From an optimization exercise on the open Yosys and OpenROAD flow, aimed at small area, a short achievable clock period and few clock cycles; shortcuts taken in it are not production practice.
Where RTL was checked, it was by simulation tests only, not by an equivalence proof against the original.

==> 10-06 <==
## sparse_mac_top
module sparse_mac_top
#(
    parameter int NUM_DECODERS = 2,
    parameter int VALUE_W = 16,
    parameter int INDEX_W = 16,
    parameter int DECODER_FIFO_DEPTH = 16,
    parameter int ACCUM_W = 32
)
(
    input mac_clk,
    input mac_rst,
    input [NUM_DECODERS-1:0] sram_valid_i,
    output [NUM_DECODERS-1:0] sram_ready_o,
    input [NUM_DECODERS*(1+VALUE_W+INDEX_W)-1:0] sram_data_i,
    output mac_valid_o,
    output [ACCUM_W-1:0] mac_data_o
);
Settings: LEC_CHECK=0, CAP_MARGIN=20, CORE_MARGIN=2, CORE_UTILIZATION=40, SETUP_SLACK_MARGIN=3.3, SLEW_MARGIN=20, SYNTH_HIERARCHICAL=1; clock period 7.0 ns.
run.sh (not shown) runs the stock make flow with config.mk's settings and CLKGATE_MAP_FILE= SYNTH_SCRIPT=/design/flow/synth_recipe.tcl, a recipe that flattens the netlist after the stock synthesis.
==> 05-21 (differences from 10-06) <==
--- a/flow/design.v
+++ b/flow/design.v
@@ -15,22 +15,10 @@
     output co
 );
 assign s  = a ^ b;
 assign co = a & b;
 endmodule
-module csa_fax (
-    input  a,
-    input  b,
-    input  c,
-    output s,
-    output co
-);
-logic x;
-assign x  = a ^ b;
-assign s  = x ^ c;
-assign co = x ? c : a;
-endmodule
 module sparse_mac_top
 #(
     parameter int NUM_DECODERS = 2,
     parameter int VALUE_W = 16,
     parameter int INDEX_W = 16,
@@ -398,15 +386,10 @@
 assign tree_c[30] = mt_387;
 assign tree_s[31] = mt_390;
 assign tree_c[31] = mt_389;
 always_ff @(posedge mac_clk or negedge mac_rst) begin
     if (~mac_rst) begin
-        hval0 <= '0;
-        b_one <= '0;
-        b_two <= '0;
-        b_neg <= '0;
-        b_top <= 1'b0;
         hv0   <= 1'b0;
         hv1   <= 1'b0;
         diff  <= '0;
         acc_s <= '0;
         acc_c <= '0;
@@ -419,26 +402,28 @@
             2'b01: diff <= c01;
             2'b10: diff <= c10;
             2'b11: diff <= c11;
         endcase
         mq <= match;
-        if (take0) hval0 <= val0;
-        if (take1) begin
-            b_one <= e_one;
-            b_two <= e_two;
-            b_neg <= e_neg;
-            b_top <= val1[15];
-        end
         if (match) begin
             acc_s <= tree_s;
             acc_c <= tree_c;
         end
     end
 end
 always_ff @(posedge mac_clk) begin
     res <= acc_s + acc_c;
-    if (take0) hd0 <= in_done0;
-    if (take1) hd1 <= in_done1;
+    if (take0) begin
+        hval0 <= val0;
+        hd0   <= in_done0;
+    end
+    if (take1) begin
+        b_one <= e_one;
+        b_two <= e_two;
+        b_neg <= e_neg;
+        b_top <= val1[15];
+        hd1   <= in_done1;
+    end
 end
 assign mac_valid_o = fin & ~mq;
 assign mac_data_o  = res;
 endmodule
==> flow/flow/run.sh (new file) <==
#!/bin/bash
set -euo pipefail
export BUFFER_PORTS_ARGS="-buffer_cell sky130_fd_sc_hd__buf_2"
bash standard.sh finish > flow_make.log 2>&1
==> flow/standard.sh (new file) <==
#!/bin/bash
# synth_recipe.tcl (not shown) runs the flow's synth.tcl, then flattens the netlist and writes it again
# the make line also repeats each setting of config.mk as NAME=value (left out here)
make -C /OpenROAD-flow-scripts/flow DESIGN_CONFIG=/design/flow/config.mk WORK_HOME=/design/flow/orfs CLKGATE_MAP_FILE= SYNTH_SCRIPT=/design/flow/synth_recipe.tcl "${@:-finish}"
Settings changed: SETUP_SLACK_MARGIN 3.3 to 3.0.
removed: flow/run.sh
==> 02-09 (differences from 10-06) <==
--- a/flow/design.v
+++ b/flow/design.v
@@ -57,12 +57,10 @@
 logic [VALUE_W-1:0] hval0;
 logic [7:0] b_one, b_two, b_neg;    
 logic b_top;                        
 logic [INDEX_W:0] diff;       
 logic [31:0] acc_s, acc_c;    
-logic [31:0] res;             
-logic mq;                     
 logic fin, both, d_zero, d_neg, pop0, pop1, match, take0, take1;
 assign fin    = (hv0 & hd0) | (hv1 & hd1);
 assign both   = hv0 & hv1 & ~fin;
 assign d_zero = (diff == '0);
 assign d_neg  = diff[INDEX_W];
@@ -408,21 +406,19 @@
         hv0   <= 1'b0;
         hv1   <= 1'b0;
         diff  <= '0;
         acc_s <= '0;
         acc_c <= '0;
-        mq    <= 1'b0;
     end else begin
         hv0 <= take0 | (hv0 & ~pop0);
         hv1 <= take1 | (hv1 & ~pop1);
         case ({take1, take0})
             2'b00: diff <= diff;
             2'b01: diff <= c01;
             2'b10: diff <= c10;
             2'b11: diff <= c11;
         endcase
-        mq <= match;
         if (take0) hval0 <= val0;
         if (take1) begin
             b_one <= e_one;
             b_two <= e_two;
             b_neg <= e_neg;
@@ -433,12 +429,11 @@
             acc_c <= tree_c;
         end
     end
 end
 always_ff @(posedge mac_clk) begin
-    res <= acc_s + acc_c;
     if (take0) hd0 <= in_done0;
     if (take1) hd1 <= in_done1;
 end
-assign mac_valid_o = fin & ~mq;
-assign mac_data_o  = res;
+assign mac_valid_o = fin;
+assign mac_data_o  = acc_s + acc_c;
 endmodule
Settings changed: CORE_UTILIZATION 40 to 60, SETUP_SLACK_MARGIN 3.3 to 3.0.
==> run summary <==
In 10-06 the global-route usage is lower than in 02-09, by 9.9 points. Between 10-06 and 02-09, the lower die area is in 02-09 (gap about 54%, measured against 02-09). Core utilization, lowest first: 05-21, 10-06, 02-09. Cell count, lowest first: 02-09, 05-21, 10-06. Synthesized cell count, lowest first: 05-21, 02-09, 10-06. Routed wire length: 10-06 > 02-09 > 05-21. 10-06 passed the timing, design-rule and antenna checks. 05-21 finished with timing, DRC and antenna clean. 02-09 produced a clean layout. Sequential share of layout area, highest first: 05-21, 10-06, 02-09.
==> figures <==
Outcome: 05-21 timing/DRC/antenna clean; 10-06 timing/DRC/antenna clean; 02-09 timing/DRC/antenna clean
Post-layout utilization of the core: 05-21 45.00%; 10-06 47.59%; 02-09 71.24%
Worst slack at placement: 05-21 2.468 ns; 10-06 2.175 ns; 02-09 2.219 ns
Total number of vias: 05-21 11720; 10-06 12480; 02-09 12480
Capturing point of the worst reg2reg path: 05-21 acc_s[16]; 10-06 acc_s[19]; 02-09 acc_s[15]
Number of sequential cells: 05-21 158; 10-06 158; 02-09 125
Share of the synthesized area in compound gates (AO/OA/AOI/OAI): 05-21 15.77%; 10-06 15.79%; 02-09 16.82%
Cell area reported after detailed placement: 05-21 17030 µm²; 10-06 17850 µm²; 02-09 16870 µm²
Post-synthesis area per instance: 05-21 10.54 µm²; 10-06 10.10 µm²; 02-09 9.881 µm²
Clock latency on the worst-skew pair: 05-21 0.46 ns; 10-06 0.45 ns; 02-09 0.43 ns
Async set-or-reset flop fraction in the synthesized netlist: 05-21 53.16%; 10-06 78.48%; 02-09 98.40%
DP Cell Count: 05-21 2072; 10-06 2164; 02-09 1940
Part of the Yosys area used for sequential elements: 05-21 24.77%; 10-06 23.22%; 02-09 19.84%
Number of well-tap cells placed: 05-21 525; 10-06 532; 02-09 335
Number of multi-input combinational cells: 05-21 1164; 10-06 1246; 02-09 1260
Fraction of the mapped netlist area in adder cells: 05-21 31.72%; 10-06 31.30%; 02-09 32.41%
Testbench counts of 05-21, summed over its fixed seeds: cycles 7,526.
For 10-06 and 02-09, only the layout was checked, not whether the RTL still works.


==> job 9131: inputs <==
Another version of the RTL of sparse_mac_top (not shown whole).
export LEC_CHECK = 0
export CAP_MARGIN = 20
export CORE_MARGIN = 2
export CORE_UTILIZATION = 40
export CTS_BUF_LIST = sky130_fd_sc_hd__clkbuf_4 sky130_fd_sc_hd__clkbuf_8
export SETUP_SLACK_MARGIN = 3.6
export SLEW_MARGIN = 20
export SYNTH_HIERARCHICAL = 1
create_clock -name core_clock -period 7.0 [get_ports {mac_clk}]
standard.sh (not shown) runs the stock make flow with config.mk's settings and CLKGATE_MAP_FILE= SYNTH_SCRIPT=/design/flow/synth_recipe.tcl, a recipe that flattens the netlist after the stock synthesis.
==> flow/flow/run.sh <==
#!/bin/bash
set -euo pipefail
export BUFFER_PORTS_ARGS="-buffer_cell sky130_fd_sc_hd__buf_2"
bash standard.sh finish > flow_make.log 2>&1
==> job 5094 (differences from job 9131) <==
--- a/flow/design.v
+++ b/flow/design.v
@@ -72,18 +72,36 @@
 assign pop1  = both & (d_neg | zq);
 assign sram_ready_o[0] = ~fin & (~hv0 | pop0);
 assign sram_ready_o[1] = ~fin & (~hv1 | pop1);
 assign take0 = sram_valid_i[0] & sram_ready_o[0];
 assign take1 = sram_valid_i[1] & sram_ready_o[1];
+function automatic [17:0] sk_add18(input [17:0] a, input [17:0] b);
+    logic [17:0] g, p, gg, pp;
+    g = a & b;
+    p = a ^ b;
+    gg = g;
+    pp = p;
+    for (int l = 0; l < 5; l++)
+        for (int i = 0; i < 18; i++)
+            if ((i >> l) & 1) begin
+                int j;
+                j = ((i >> l) << l) - 1;
+                gg[i] = gg[i] | (pp[i] & gg[j]);
+                pp[i] = pp[i] & pp[j];
+            end
+    sk_add18 = p ^ {gg[16:0], 1'b0};
+endfunction
 logic [INDEX_W:0] s1x, s0x, c10, c01, c11, diff_n;
 logic [INDEX_W+1:0] c10_w, c11_w;
 assign s1x   = {1'b0, skip1};
 assign s0x   = {1'b0, skip0};
-assign c10_w = {diff, 1'b1} + {s1x, 1'b1};           
+assign c10_w = sk_add18({diff, 1'b1}, {s1x, 1'b1});           
 assign c10   = c10_w[INDEX_W+1:1];
-assign c01   = diff + ~s0x;                           
-assign c11_w = {s1x, 1'b1} + {~s0x, 1'b1};           
+logic [INDEX_W+1:0] c01_w;
+assign c01_w = sk_add18({diff, 1'b0}, {~s0x, 1'b0});
+assign c01   = c01_w[INDEX_W+1:1];                           
+assign c11_w = sk_add18({s1x, 1'b1}, {~s0x, 1'b1});           
 assign c11   = c11_w[INDEX_W+1:1];
 logic t00, t01, t10, t11;
 assign t00 = ~take1 & ~take0;
 assign t01 = ~take1 &  take0;
 assign t10 =  take1 & ~take0;
@@ -166,20 +184,20 @@
 logic mt_384, mt_385, mt_386, mt_387, mt_388, mt_389, mt_390, mt_391;
 csa_ha u_mt_0 (.a(acc_s[12]), .b(acc_c[12]), .s(mt_0), .co(mt_1));
 csa_ha u_mt_2 (.a(acc_s[13]), .b(acc_c[13]), .s(mt_2), .co(mt_3));
 csa_fa u_mt_4 (.a(acc_s[14]), .b(acc_c[14]), .c(g_neg[7]), .s(mt_4), .co(mt_5));
 csa_ha u_mt_6 (.a(bpp[0][14]), .b(bpp[1][12]), .s(mt_6), .co(mt_7));
-csa_fa u_mt_8 (.a(acc_s[15]), .b(acc_c[15]), .c(bpp[0][15]), .s(mt_8), .co(mt_9));
+csa_fx u_mt_8 (.a(acc_s[15]), .b(acc_c[15]), .c(bpp[0][15]), .s(mt_8), .co(mt_9));
 csa_ha u_mt_10 (.a(bpp[1][13]), .b(bpp[2][11]), .s(mt_10), .co(mt_11));
 csa_fa u_mt_12 (.a(acc_s[16]), .b(acc_c[16]), .c(bpp8[0]), .s(mt_12), .co(mt_13));
-csa_fa u_mt_14 (.a(bpp[0][16]), .b(bpp[1][14]), .c(bpp[2][12]), .s(mt_14), .co(mt_15));
+csa_fx u_mt_14 (.a(bpp[0][16]), .b(bpp[1][14]), .c(bpp[2][12]), .s(mt_14), .co(mt_15));
 csa_fa u_mt_16 (.a(acc_s[17]), .b(acc_c[17]), .c(g_neg[0]), .s(mt_16), .co(mt_17));
 csa_fa u_mt_18 (.a(bpp8[1]), .b(bpp[1][15]), .c(bpp[2][13]), .s(mt_18), .co(mt_19));
 csa_fa u_mt_20 (.a(acc_s[18]), .b(acc_c[18]), .c(g_neg[0]), .s(mt_20), .co(mt_21));
 csa_fa u_mt_22 (.a(bpp8[2]), .b(bpp[1][16]), .c(bpp[2][14]), .s(mt_22), .co(mt_23));
 csa_fa u_mt_24 (.a(acc_s[19]), .b(acc_c[19]), .c(~g_neg[0]), .s(mt_24), .co(mt_25));
-csa_fa u_mt_26 (.a(~g_neg[1]), .b(bpp8[3]), .c(bpp[2][15]), .s(mt_26), .co(mt_27));
+csa_fx u_mt_26 (.a(~g_neg[1]), .b(bpp8[3]), .c(bpp[2][15]), .s(mt_26), .co(mt_27));
 csa_fa u_mt_28 (.a(1'b1), .b(acc_s[20]), .c(acc_c[20]), .s(mt_28), .co(mt_29));
 csa_ha u_mt_30 (.a(bpp8[4]), .b(bpp[2][16]), .s(mt_30), .co(mt_31));
 csa_fa u_mt_32 (.a(acc_s[21]), .b(acc_c[21]), .c(~g_neg[2]), .s(mt_32), .co(mt_33));
 csa_ha u_mt_34 (.a(1'b1), .b(acc_s[22]), .s(mt_34), .co(mt_35));
 csa_ha u_mt_36 (.a(acc_s[6]), .b(acc_c[6]), .s(mt_36), .co(mt_37));
@@ -200,11 +218,11 @@
 csa_fa u_mt_66 (.a(mt_1), .b(mt_2), .c(bpp[0][13]), .s(mt_66), .co(mt_67));
 csa_fa u_mt_68 (.a(bpp[1][11]), .b(bpp[2][9]), .c(bpp[3][7]), .s(mt_68), .co(mt_69));
 csa_fa u_mt_70 (.a(bpp[4][5]), .b(bpp[5][3]), .c(bpp[6][1]), .s(mt_70), .co(mt_71));
 csa_fa u_mt_72 (.a(mt_3), .b(mt_4), .c(bpp[2][10]), .s(mt_72), .co(mt_73));
 csa_fa u_mt_74 (.a(bpp[3][8]), .b(bpp[4][6]), .c(bpp[5][4]), .s(mt_74), .co(mt_75));
-csa_fa u_mt_76 (.a(bpp[6][2]), .b(bpp[7][0]), .c(mt_6), .s(mt_76), .co(mt_77));
+csa_fx u_mt_76 (.a(bpp[6][2]), .b(bpp[7][0]), .c(mt_6), .s(mt_76), .co(mt_77));
 csa_fa u_mt_78 (.a(mt_5), .b(bpp[3][9]), .c(bpp[4][7]), .s(mt_78), .co(mt_79));
 csa_fa u_mt_80 (.a(bpp[5][5]), .b(bpp[6][3]), .c(bpp[7][1]), .s(mt_80), .co(mt_81));
 csa_fx u_mt_82 (.a(mt_8), .b(mt_7), .c(mt_10), .s(mt_82), .co(mt_83));
 csa_fa u_mt_84 (.a(mt_12), .b(bpp[3][10]), .c(bpp[4][8]), .s(mt_84), .co(mt_85));
 csa_fa u_mt_86 (.a(bpp[5][6]), .b(bpp[6][4]), .c(bpp[7][2]), .s(mt_86), .co(mt_87));
@@ -212,20 +230,20 @@
 csa_fa u_mt_90 (.a(mt_16), .b(bpp[3][11]), .c(bpp[4][9]), .s(mt_90), .co(mt_91));
 csa_fa u_mt_92 (.a(bpp[5][7]), .b(bpp[6][5]), .c(bpp[7][3]), .s(mt_92), .co(mt_93));
 csa_fx u_mt_94 (.a(mt_13), .b(mt_15), .c(mt_18), .s(mt_94), .co(mt_95));
 csa_fa u_mt_96 (.a(mt_20), .b(mt_17), .c(bpp[3][12]), .s(mt_96), .co(mt_97));
 csa_fa u_mt_98 (.a(bpp[4][10]), .b(bpp[5][8]), .c(bpp[6][6]), .s(mt_98), .co(mt_99));
-csa_fa u_mt_100 (.a(bpp[7][4]), .b(mt_19), .c(mt_22), .s(mt_100), .co(mt_101));
+csa_fx u_mt_100 (.a(bpp[7][4]), .b(mt_19), .c(mt_22), .s(mt_100), .co(mt_101));
 csa_fa u_mt_102 (.a(mt_24), .b(mt_21), .c(bpp[3][13]), .s(mt_102), .co(mt_103));
 csa_fa u_mt_104 (.a(bpp[4][11]), .b(bpp[5][9]), .c(bpp[6][7]), .s(mt_104), .co(mt_105));
 csa_fx u_mt_106 (.a(bpp[7][5]), .b(mt_26), .c(mt_23), .s(mt_106), .co(mt_107));
 csa_fa u_mt_108 (.a(mt_28), .b(mt_25), .c(bpp[3][14]), .s(mt_108), .co(mt_109));
 csa_fa u_mt_110 (.a(bpp[4][12]), .b(bpp[5][10]), .c(bpp[6][8]), .s(mt_110), .co(mt_111));
 csa_fx u_mt_112 (.a(bpp[7][6]), .b(mt_30), .c(mt_27), .s(mt_112), .co(mt_113));
 csa_fa u_mt_114 (.a(mt_29), .b(bpp8[5]), .c(mt_32), .s(mt_114), .co(mt_115));
 csa_fa u_mt_116 (.a(bpp[3][15]), .b(bpp[4][13]), .c(bpp[5][11]), .s(mt_116), .co(mt_117));
-csa_fa u_mt_118 (.a(bpp[6][9]), .b(bpp[7][7]), .c(mt_31), .s(mt_118), .co(mt_119));
+csa_fx u_mt_118 (.a(bpp[6][9]), .b(bpp[7][7]), .c(mt_31), .s(mt_118), .co(mt_119));
 csa_fa u_mt_120 (.a(acc_c[22]), .b(mt_34), .c(bpp8[6]), .s(mt_120), .co(mt_121));
 csa_fa u_mt_122 (.a(mt_33), .b(bpp[3][16]), .c(bpp[4][14]), .s(mt_122), .co(mt_123));
 csa_fa u_mt_124 (.a(bpp[5][12]), .b(bpp[6][10]), .c(bpp[7][8]), .s(mt_124), .co(mt_125));
 csa_fa u_mt_126 (.a(acc_s[23]), .b(acc_c[23]), .c(mt_35), .s(mt_126), .co(mt_127));
 csa_fa u_mt_128 (.a(~g_neg[3]), .b(bpp8[7]), .c(bpp[4][15]), .s(mt_128), .co(mt_129));
@@ -262,23 +280,23 @@
 csa_fa u_mt_190 (.a(mt_66), .b(mt_61), .c(mt_63), .s(mt_190), .co(mt_191));
 csa_fa u_mt_192 (.a(mt_65), .b(mt_68), .c(mt_70), .s(mt_192), .co(mt_193));
 csa_fa u_mt_194 (.a(mt_72), .b(mt_67), .c(mt_69), .s(mt_194), .co(mt_195));
 csa_fa u_mt_196 (.a(mt_71), .b(mt_74), .c(mt_76), .s(mt_196), .co(mt_197));
 csa_fa u_mt_198 (.a(mt_73), .b(mt_75), .c(mt_78), .s(mt_198), .co(mt_199));
-csa_fx u_mt_200 (.a(mt_80), .b(mt_82), .c(mt_77), .s(mt_200), .co(mt_201));
-csa_fa u_mt_202 (.a(mt_79), .b(mt_81), .c(mt_84), .s(mt_202), .co(mt_203));
-csa_fa u_mt_204 (.a(mt_86), .b(mt_83), .c(mt_88), .s(mt_204), .co(mt_205));
-csa_fa u_mt_206 (.a(mt_85), .b(mt_87), .c(mt_90), .s(mt_206), .co(mt_207));
-csa_fa u_mt_208 (.a(mt_92), .b(mt_94), .c(mt_89), .s(mt_208), .co(mt_209));
+csa_fa u_mt_200 (.a(mt_80), .b(mt_82), .c(mt_77), .s(mt_200), .co(mt_201));
+csa_fx u_mt_202 (.a(mt_79), .b(mt_81), .c(mt_84), .s(mt_202), .co(mt_203));
+csa_fx u_mt_204 (.a(mt_86), .b(mt_83), .c(mt_88), .s(mt_204), .co(mt_205));
+csa_fx u_mt_206 (.a(mt_85), .b(mt_87), .c(mt_90), .s(mt_206), .co(mt_207));
+csa_fx u_mt_208 (.a(mt_92), .b(mt_94), .c(mt_89), .s(mt_208), .co(mt_209));
 csa_fa u_mt_210 (.a(mt_96), .b(mt_91), .c(mt_93), .s(mt_210), .co(mt_211));
 csa_fa u_mt_212 (.a(mt_98), .b(mt_100), .c(mt_95), .s(mt_212), .co(mt_213));
 csa_fa u_mt_214 (.a(mt_102), .b(mt_97), .c(mt_99), .s(mt_214), .co(mt_215));
 csa_fx u_mt_216 (.a(mt_104), .b(mt_106), .c(mt_101), .s(mt_216), .co(mt_217));
 csa_fa u_mt_218 (.a(mt_108), .b(mt_103), .c(mt_105), .s(mt_218), .co(mt_219));
 csa_fx u_mt_220 (.a(mt_110), .b(mt_112), .c(mt_107), .s(mt_220), .co(mt_221));
 csa_fa u_mt_222 (.a(mt_114), .b(mt_109), .c(mt_111), .s(mt_222), .co(mt_223));
-csa_fa u_mt_224 (.a(mt_116), .b(mt_118), .c(mt_113), .s(mt_224), .co(mt_225));
+csa_fx u_mt_224 (.a(mt_116), .b(mt_118), .c(mt_113), .s(mt_224), .co(mt_225));
 csa_fa u_mt_226 (.a(mt_120), .b(mt_115), .c(mt_117), .s(mt_226), .co(mt_227));
 csa_fa u_mt_228 (.a(mt_122), .b(mt_124), .c(mt_119), .s(mt_228), .co(mt_229));
 csa_fa u_mt_230 (.a(mt_126), .b(mt_121), .c(mt_128), .s(mt_230), .co(mt_231));
 csa_fa u_mt_232 (.a(mt_123), .b(mt_125), .c(mt_130), .s(mt_232), .co(mt_233));
 csa_fa u_mt_234 (.a(mt_132), .b(mt_127), .c(mt_136), .s(mt_234), .co(mt_235));
@@ -305,25 +323,25 @@
 csa_fa u_mt_276 (.a(mt_162), .b(mt_161), .c(mt_159), .s(mt_276), .co(mt_277));
 csa_fa u_mt_278 (.a(mt_166), .b(mt_163), .c(mt_165), .s(mt_278), .co(mt_279));
 csa_fa u_mt_280 (.a(mt_170), .b(mt_167), .c(mt_169), .s(mt_280), .co(mt_281));
 csa_fa u_mt_282 (.a(mt_171), .b(mt_174), .c(mt_176), .s(mt_282), .co(mt_283));
 csa_fa u_mt_284 (.a(mt_175), .b(mt_178), .c(mt_177), .s(mt_284), .co(mt_285));
-csa_fa u_mt_286 (.a(mt_179), .b(mt_182), .c(mt_184), .s(mt_286), .co(mt_287));
-csa_fa u_mt_288 (.a(mt_183), .b(mt_186), .c(mt_185), .s(mt_288), .co(mt_289));
+csa_fx u_mt_286 (.a(mt_179), .b(mt_182), .c(mt_184), .s(mt_286), .co(mt_287));
+csa_fx u_mt_288 (.a(mt_183), .b(mt_186), .c(mt_185), .s(mt_288), .co(mt_289));
 csa_fa u_mt_290 (.a(mt_187), .b(mt_190), .c(mt_189), .s(mt_290), .co(mt_291));
-csa_fa u_mt_292 (.a(mt_191), .b(mt_194), .c(mt_193), .s(mt_292), .co(mt_293));
-csa_fx u_mt_294 (.a(mt_195), .b(mt_198), .c(mt_197), .s(mt_294), .co(mt_295));
+csa_fx u_mt_292 (.a(mt_191), .b(mt_194), .c(mt_193), .s(mt_292), .co(mt_293));
+csa_fa u_mt_294 (.a(mt_195), .b(mt_198), .c(mt_197), .s(mt_294), .co(mt_295));
 csa_fx u_mt_296 (.a(mt_202), .b(mt_199), .c(mt_201), .s(mt_296), .co(mt_297));
 csa_fx u_mt_298 (.a(mt_206), .b(mt_203), .c(mt_205), .s(mt_298), .co(mt_299));
 csa_fx u_mt_300 (.a(mt_210), .b(mt_207), .c(mt_209), .s(mt_300), .co(mt_301));
 csa_fx u_mt_302 (.a(mt_211), .b(mt_214), .c(mt_216), .s(mt_302), .co(mt_303));
-csa_fa u_mt_304 (.a(mt_215), .b(mt_218), .c(mt_220), .s(mt_304), .co(mt_305));
+csa_fx u_mt_304 (.a(mt_215), .b(mt_218), .c(mt_220), .s(mt_304), .co(mt_305));
 csa_fx u_mt_306 (.a(mt_219), .b(mt_222), .c(mt_224), .s(mt_306), .co(mt_307));
 csa_fx u_mt_308 (.a(mt_226), .b(mt_223), .c(mt_228), .s(mt_308), .co(mt_309));
-csa_fa u_mt_310 (.a(mt_230), .b(mt_227), .c(mt_232), .s(mt_310), .co(mt_311));
-csa_fa u_mt_312 (.a(mt_234), .b(mt_231), .c(mt_236), .s(mt_312), .co(mt_313));
-csa_fa u_mt_314 (.a(mt_238), .b(mt_235), .c(mt_240), .s(mt_314), .co(mt_315));
+csa_fx u_mt_310 (.a(mt_230), .b(mt_227), .c(mt_232), .s(mt_310), .co(mt_311));
+csa_fx u_mt_312 (.a(mt_234), .b(mt_231), .c(mt_236), .s(mt_312), .co(mt_313));
+csa_fx u_mt_314 (.a(mt_238), .b(mt_235), .c(mt_240), .s(mt_314), .co(mt_315));
 csa_fa u_mt_316 (.a(mt_242), .b(mt_239), .c(mt_244), .s(mt_316), .co(mt_317));
 csa_fa u_mt_318 (.a(mt_246), .b(mt_243), .c(mt_248), .s(mt_318), .co(mt_319));
 csa_fa u_mt_320 (.a(mt_250), .b(mt_247), .c(mt_252), .s(mt_320), .co(mt_321));
 csa_fa u_mt_322 (.a(mt_254), .b(mt_251), .c(mt_256), .s(mt_322), .co(mt_323));
 csa_fa u_mt_324 (.a(mt_258), .b(mt_255), .c(mt_260), .s(mt_324), .co(mt_325));
@@ -335,29 +353,29 @@
 csa_fa u_mt_336 (.a(mt_272), .b(mt_156), .c(mt_271), .s(mt_336), .co(mt_337));
 csa_fa u_mt_338 (.a(mt_160), .b(mt_273), .c(mt_274), .s(mt_338), .co(mt_339));
 csa_fa u_mt_340 (.a(mt_164), .b(mt_275), .c(mt_276), .s(mt_340), .co(mt_341));
 csa_fa u_mt_342 (.a(mt_168), .b(mt_277), .c(mt_278), .s(mt_342), .co(mt_343));
 csa_fa u_mt_344 (.a(mt_172), .b(mt_279), .c(mt_280), .s(mt_344), .co(mt_345));
-csa_fa u_mt_346 (.a(mt_173), .b(mt_281), .c(mt_282), .s(mt_346), .co(mt_347));
-csa_fa u_mt_348 (.a(mt_180), .b(mt_284), .c(mt_283), .s(mt_348), .co(mt_349));
-csa_fa u_mt_350 (.a(mt_181), .b(mt_286), .c(mt_285), .s(mt_350), .co(mt_351));
-csa_fa u_mt_352 (.a(mt_188), .b(mt_288), .c(mt_287), .s(mt_352), .co(mt_353));
-csa_fa u_mt_354 (.a(mt_192), .b(mt_289), .c(mt_290), .s(mt_354), .co(mt_355));
-csa_fa u_mt_356 (.a(mt_196), .b(mt_291), .c(mt_292), .s(mt_356), .co(mt_357));
-csa_fa u_mt_358 (.a(mt_200), .b(mt_293), .c(mt_294), .s(mt_358), .co(mt_359));
+csa_fx u_mt_346 (.a(mt_173), .b(mt_281), .c(mt_282), .s(mt_346), .co(mt_347));
+csa_fx u_mt_348 (.a(mt_180), .b(mt_284), .c(mt_283), .s(mt_348), .co(mt_349));
+csa_fx u_mt_350 (.a(mt_181), .b(mt_286), .c(mt_285), .s(mt_350), .co(mt_351));
+csa_fx u_mt_352 (.a(mt_188), .b(mt_288), .c(mt_287), .s(mt_352), .co(mt_353));
+csa_fx u_mt_354 (.a(mt_192), .b(mt_289), .c(mt_290), .s(mt_354), .co(mt_355));
+csa_fx u_mt_356 (.a(mt_196), .b(mt_291), .c(mt_292), .s(mt_356), .co(mt_357));
+csa_fx u_mt_358 (.a(mt_200), .b(mt_293), .c(mt_294), .s(mt_358), .co(mt_359));
 csa_fx u_mt_360 (.a(mt_204), .b(mt_296), .c(mt_295), .s(mt_360), .co(mt_361));
 csa_fx u_mt_362 (.a(mt_208), .b(mt_298), .c(mt_297), .s(mt_362), .co(mt_363));
 csa_fx u_mt_364 (.a(mt_212), .b(mt_300), .c(mt_299), .s(mt_364), .co(mt_365));
 csa_fx u_mt_366 (.a(mt_213), .b(mt_302), .c(mt_301), .s(mt_366), .co(mt_367));
 csa_fx u_mt_368 (.a(mt_217), .b(mt_304), .c(mt_303), .s(mt_368), .co(mt_369));
-csa_fa u_mt_370 (.a(mt_221), .b(mt_306), .c(mt_305), .s(mt_370), .co(mt_371));
+csa_fx u_mt_370 (.a(mt_221), .b(mt_306), .c(mt_305), .s(mt_370), .co(mt_371));
 csa_fx u_mt_372 (.a(mt_225), .b(mt_308), .c(mt_307), .s(mt_372), .co(mt_373));
-csa_fa u_mt_374 (.a(mt_229), .b(mt_310), .c(mt_309), .s(mt_374), .co(mt_375));
+csa_fx u_mt_374 (.a(mt_229), .b(mt_310), .c(mt_309), .s(mt_374), .co(mt_375));
 csa_fa u_mt_376 (.a(mt_233), .b(mt_312), .c(mt_311), .s(mt_376), .co(mt_377));
 csa_fa u_mt_378 (.a(mt_237), .b(mt_314), .c(mt_313), .s(mt_378), .co(mt_379));
-csa_fa u_mt_380 (.a(mt_241), .b(mt_316), .c(mt_315), .s(mt_380), .co(mt_381));
-csa_fa u_mt_382 (.a(mt_245), .b(mt_318), .c(mt_317), .s(mt_382), .co(mt_383));
+csa_fx u_mt_380 (.a(mt_241), .b(mt_316), .c(mt_315), .s(mt_380), .co(mt_381));
+csa_fx u_mt_382 (.a(mt_245), .b(mt_318), .c(mt_317), .s(mt_382), .co(mt_383));
 csa_fa u_mt_384 (.a(mt_249), .b(mt_320), .c(mt_319), .s(mt_384), .co(mt_385));
 csa_fa u_mt_386 (.a(mt_253), .b(mt_322), .c(mt_321), .s(mt_386), .co(mt_387));
 csa_fa u_mt_388 (.a(mt_257), .b(mt_324), .c(mt_323), .s(mt_388), .co(mt_389));
 csa_fa u_mt_390 (.a(mt_326), .b(mt_261), .c(mt_325), .s(mt_390), .co(mt_391));
 assign tree_s[0] = bpp[0][0];
==> summary of the runs <==
Job 5094 completed with no timing, DRC or antenna violations. Job 9131 ran to the end with no violations.
In job 9131 the sequential share of layout area is higher than in job 5094, by 0.72 points.
Against job 5094, the global-route usage of job 9131 is higher by 0.32 points.
Between job 9131 and job 5094, the lower final area is in job 9131 (gap 2.9%, measured against job 5094).
Against job 9131, the non-clock buffer count of job 5094 is lower by 3.
Between job 9131 and job 5094, the lower area after synthesis is in job 9131 (gap 1.9%, measured against job 5094).
No functional check of the RTL was part of any run of this note.

## afterwards: timing with drivers on the ports
The results above use ideal ports. As a check the final layouts listed here were re-extracted and re-timed, cells and wires unchanged. Step 1 sets driving cells, clkbuf_16 on the clock port and buf_2 on the other inputs (assumed; they add their load-dependent delay and slew). Step 2 also shifts input and output timing later by t, the mid clock arrival at the registers, as if the neighbouring blocks saw the same clock. Three values: ideal ports, drivers, drivers and shift; two values: the first two.
| run | t, ns | setup WS [ns] | worst setup path at the end | worst slew at a driven data input, ns |
|---|---|---|---|---|
| 10-06 | 0.492 | 3.191 / 3.191 / 2.704 | input to register | 0.09 |
| 05-21 | 0.506 | 3.096 / 3.096 / 2.795 | input to register | 0.08 |
| 02-09 | 0.468 | 2.400 / 2.352 / 2.632 | input to register | 0.09 |
| job 9131 | 0.557 | 3.640 / 3.669 / 3.111 | input to register | 0.09 |
| job 5094 | 0.583 | 3.620 / 3.641 / 3.058 | input to register | 0.06 |
After both steps setup and hold are still met in every run listed. For job 5094, which loses most, drivers alone change the setup slack by +0.021 ns; drivers and shift together by -0.562 ns.
